This is an optimization exercise on Yosys and OpenROAD, whose aim is small area, not a production implementation.
Only simulation tests tie the RTL to the original design; equivalence was not proved.

==> module FIR_Filter, before the edit <==
module FIR_Filter(CLK, rst_n, osc, led_red, cnt, vin, smp, hist, dnew, dc_go, out_red, out_ir);
input         CLK;
input         rst_n;
input         osc;       
input         led_red;   
input  [3:0]  cnt;       
input  [7:0]  vin;       
input  [7:0]  smp;       
input  [44:0] hist;      
output [8:0]  dnew;      
output        dc_go;     
output [19:0] out_red;
output [19:0] out_ir;
reg [18:0] y_red, y_ir;
reg [15:0] d0, d1;                
wire [8:0] a1 = hist[8:0];
wire [8:0] a2 = hist[17:9];
wire [8:0] b1 = hist[26:18];
wire [8:0] b2 = hist[35:27];
wire [8:0] c0 = hist[44:36];
wire odd   = cnt[0];
wire own   = led_red ^ odd;       
wire [2:0] p = cnt[3:1];
wire       sel2 = own | ~osc;    
wire [8:0] u = sel2 ? a2 : ((p[2] | (p[1] & p[0])) ? a1 : b1);
wire [8:0] v = sel2 ? b2 : ((p == 3'd4) ? b1 : c0);
wire [9:0] w;
wire       w_co;
wire [10:0] w_cv;
rc_add #(10) sub_w(.a({u[8], u}), .b(~{v[8], v}), .ci(1'b1), .s(w), .co(w_co), .cv(w_cv));
assign dc_go = ~w_cv[7] | (|w[6:1]);
wire [15:0] w1  = {{6{w[9]}}, w};
wire [15:0] w2  = {{5{w[9]}}, w, 1'b0};
wire [15:0] w4  = {{4{w[9]}}, w, 2'b0};
wire [15:0] w8  = {{3{w[9]}}, w, 3'b0};
wire [15:0] w16 = {{2{w[9]}}, w, 4'b0};
reg [15:0] X, Y, Z;
reg        neg;
always @* begin
    X = 16'd0; Y = 16'd0; Z = 16'd0; neg = 1'b0;
    case ({own, p})
    4'b1_000: begin X = w8;  Y = w4; Z = {{7{b2[8]}}, b2}; end
    4'b1_001: begin X = w16;         Z = ~{{7{a2[8]}}, a2}; neg = 1'b1; end
    4'b1_010: begin X = w16; Y = w1; end
    4'b1_011: begin X = w16; Y = w2; end
    4'b1_100: begin X = w16; Y = w1; end
    4'b0_000: begin X = w16;         Z = {{7{c0[8]}}, c0}; end
    4'b0_001: begin X = w8;  Y = w4; Z = ~{{7{b1[8]}}, b1}; neg = 1'b1; end
    4'b0_010: begin X = w4;  Y = w2; Z = {{6{a1[8]}}, a1, 1'b0}; end
    4'b0_011: begin X = w8;          end
    4'b0_100: begin X = w4;  Y = w2; Z = ~{{6{c0[8]}}, c0, 1'b0}; neg = 1'b1; end
    default: ;
    endcase
end
wire [15:0] s_1 = d0 ^ X ^ Y;
wire [15:0] c_1 = (d0 & X) | (d0 & Y) | (X & Y);
wire [15:0] c_1s = {c_1[14:0], neg};
wire [15:0] s_2 = s_1 ^ c_1s ^ Z;
wire [15:0] c_2 = (s_1 & c_1s) | (s_1 & Z) | (c_1s & Z);
wire [15:0] d_n;
wire        d_co;
rc_add #(16) add_d(.a(s_2), .b({c_2[14:0], 1'b0}), .ci(1'b0), .s(d_n), .co(d_co));
wire [18:0] yr_in = odd ? 19'd0 : {{3{d0[15]}}, d0};
wire [18:0] yi_in = odd ? 19'd0 : {{3{d1[15]}}, d1};
wire [18:0] yr_n, yi_n;
wire        yr_co, yi_co;
rc_add #(19) add_yr(.a(y_red), .b(yr_in), .ci(1'b0), .s(yr_n), .co(yr_co));
rc_add #(19) add_yi(.a(y_ir),  .b(yi_in), .ci(1'b0), .s(yi_n), .co(yi_co));
wire [8:0] e_n;
wire       e_co;
rc_add #(9) sub_e(.a({1'b0, vin}), .b(~{1'b0, smp}), .ci(1'b1), .s(e_n), .co(e_co));
assign dnew = e_n;
always @(posedge CLK or negedge rst_n) begin
    if (!rst_n) begin
        y_red <= 19'd0;
        y_ir  <= 19'd0;
    end else begin
        y_red <= yr_n;
        y_ir  <= yi_n;
    end
end
always @(posedge CLK) begin
    d0 <= d1;
    d1 <= osc ? d_n : 16'd0;
end
assign out_red = {1'b0, y_red};
assign out_ir  = {1'b0, y_ir};
endmodule
Settings: LEC_CHECK=0, ABC_AREA=1, CAP_MARGIN=20, CORE_MARGIN=2, CORE_UTILIZATION=50, SLEW_MARGIN=20; clock period 10.0 ns.
standard.sh (not shown) runs the stock make flow with config.mk's settings and CLKGATE_MAP_FILE= SYNTH_SCRIPT=/design/flow/synth_recipe.tcl, a recipe that flattens the netlist after the stock synthesis.
==> flow/flow/run.sh <==
#!/bin/bash
# Standard layout with two changes: the smallest plain buffer (buf_1) for the
# port buffers, and clock tree synthesis without dummy loads.
set -euo pipefail
export BUFFER_PORTS_ARGS="-buffer_cell sky130_fd_sc_hd__buf_1"
export CTS_ARGS="-sink_clustering_enable -repair_clock_nets -sink_clustering_size 24 -sink_clustering_max_diameter 50 -buf_list sky130_fd_sc_hd__clkbuf_8 -dont_use_dummy_load"
bash standard.sh finish > flow_make.log 2>&1
Rerun with:
--- a/flow/design.v
+++ b/flow/design.v
@@ -331,9 +331,11 @@
 output        dc_go;     
 output [19:0] out_red;
 output [19:0] out_ir;
 reg [18:0] y_red, y_ir;
-reg [15:0] d0, d1;                
+reg [15:0] d0n, d1n;              
+wire [15:0] d0 = ~d0n;
+wire [15:0] d1 = ~d1n;
 wire [8:0] a1 = hist[8:0];
 wire [8:0] a2 = hist[17:9];
 wire [8:0] b1 = hist[26:18];
 wire [8:0] b2 = hist[35:27];
@@ -399,10 +401,10 @@
         y_ir  <= yi_n;
     end
 end
 always @(posedge CLK) begin
-    d0 <= d1;
-    d1 <= osc ? d_n : 16'd0;
+    d0n <= d1n;
+    d1n <= ~(osc ? d_n : 16'd0);
 end
 assign out_red = {1'b0, y_red};
 assign out_ir  = {1'b0, y_ir};
 endmodule
After rerunning: Cell area shrinks by about 1.2%. Count of clock-buffer cells in the layout is unchanged. First-iteration DRC count stays flat. Global-route usage is about the same. Core utilization decreases by 0.31 points. Fmax went down by about 0.37%.

## what the ideal ports hide
How much do the figures lean on ideal ports? The routed layouts below were timed once more, with nothing changed but the port constraints.
Step 1 assumes that a clkbuf_16 drives the clock port and a buf_2 every other input.
Step 2, shift: input delay + t, output delay - t, t = (earliest + latest rising clock arrival at the registers) / 2. This alone moves slack from input paths to output paths.
Three values: ideal, step 1, step 2; two values: the first two.
run | shift t [ns] | slack for setup (ns) | worst setup path after step 2 | worst slew at a driven data input, ns | pins driven straight from the clock port
the first run | 0.496 | 0.505 / 0.505 / 0.505 | register to register | 0.03 | 1
the second run | 0.502 | 0.470 / 0.470 / 0.470 | register to register | 0.03 | 1
After both steps every run listed still meets setup and hold.
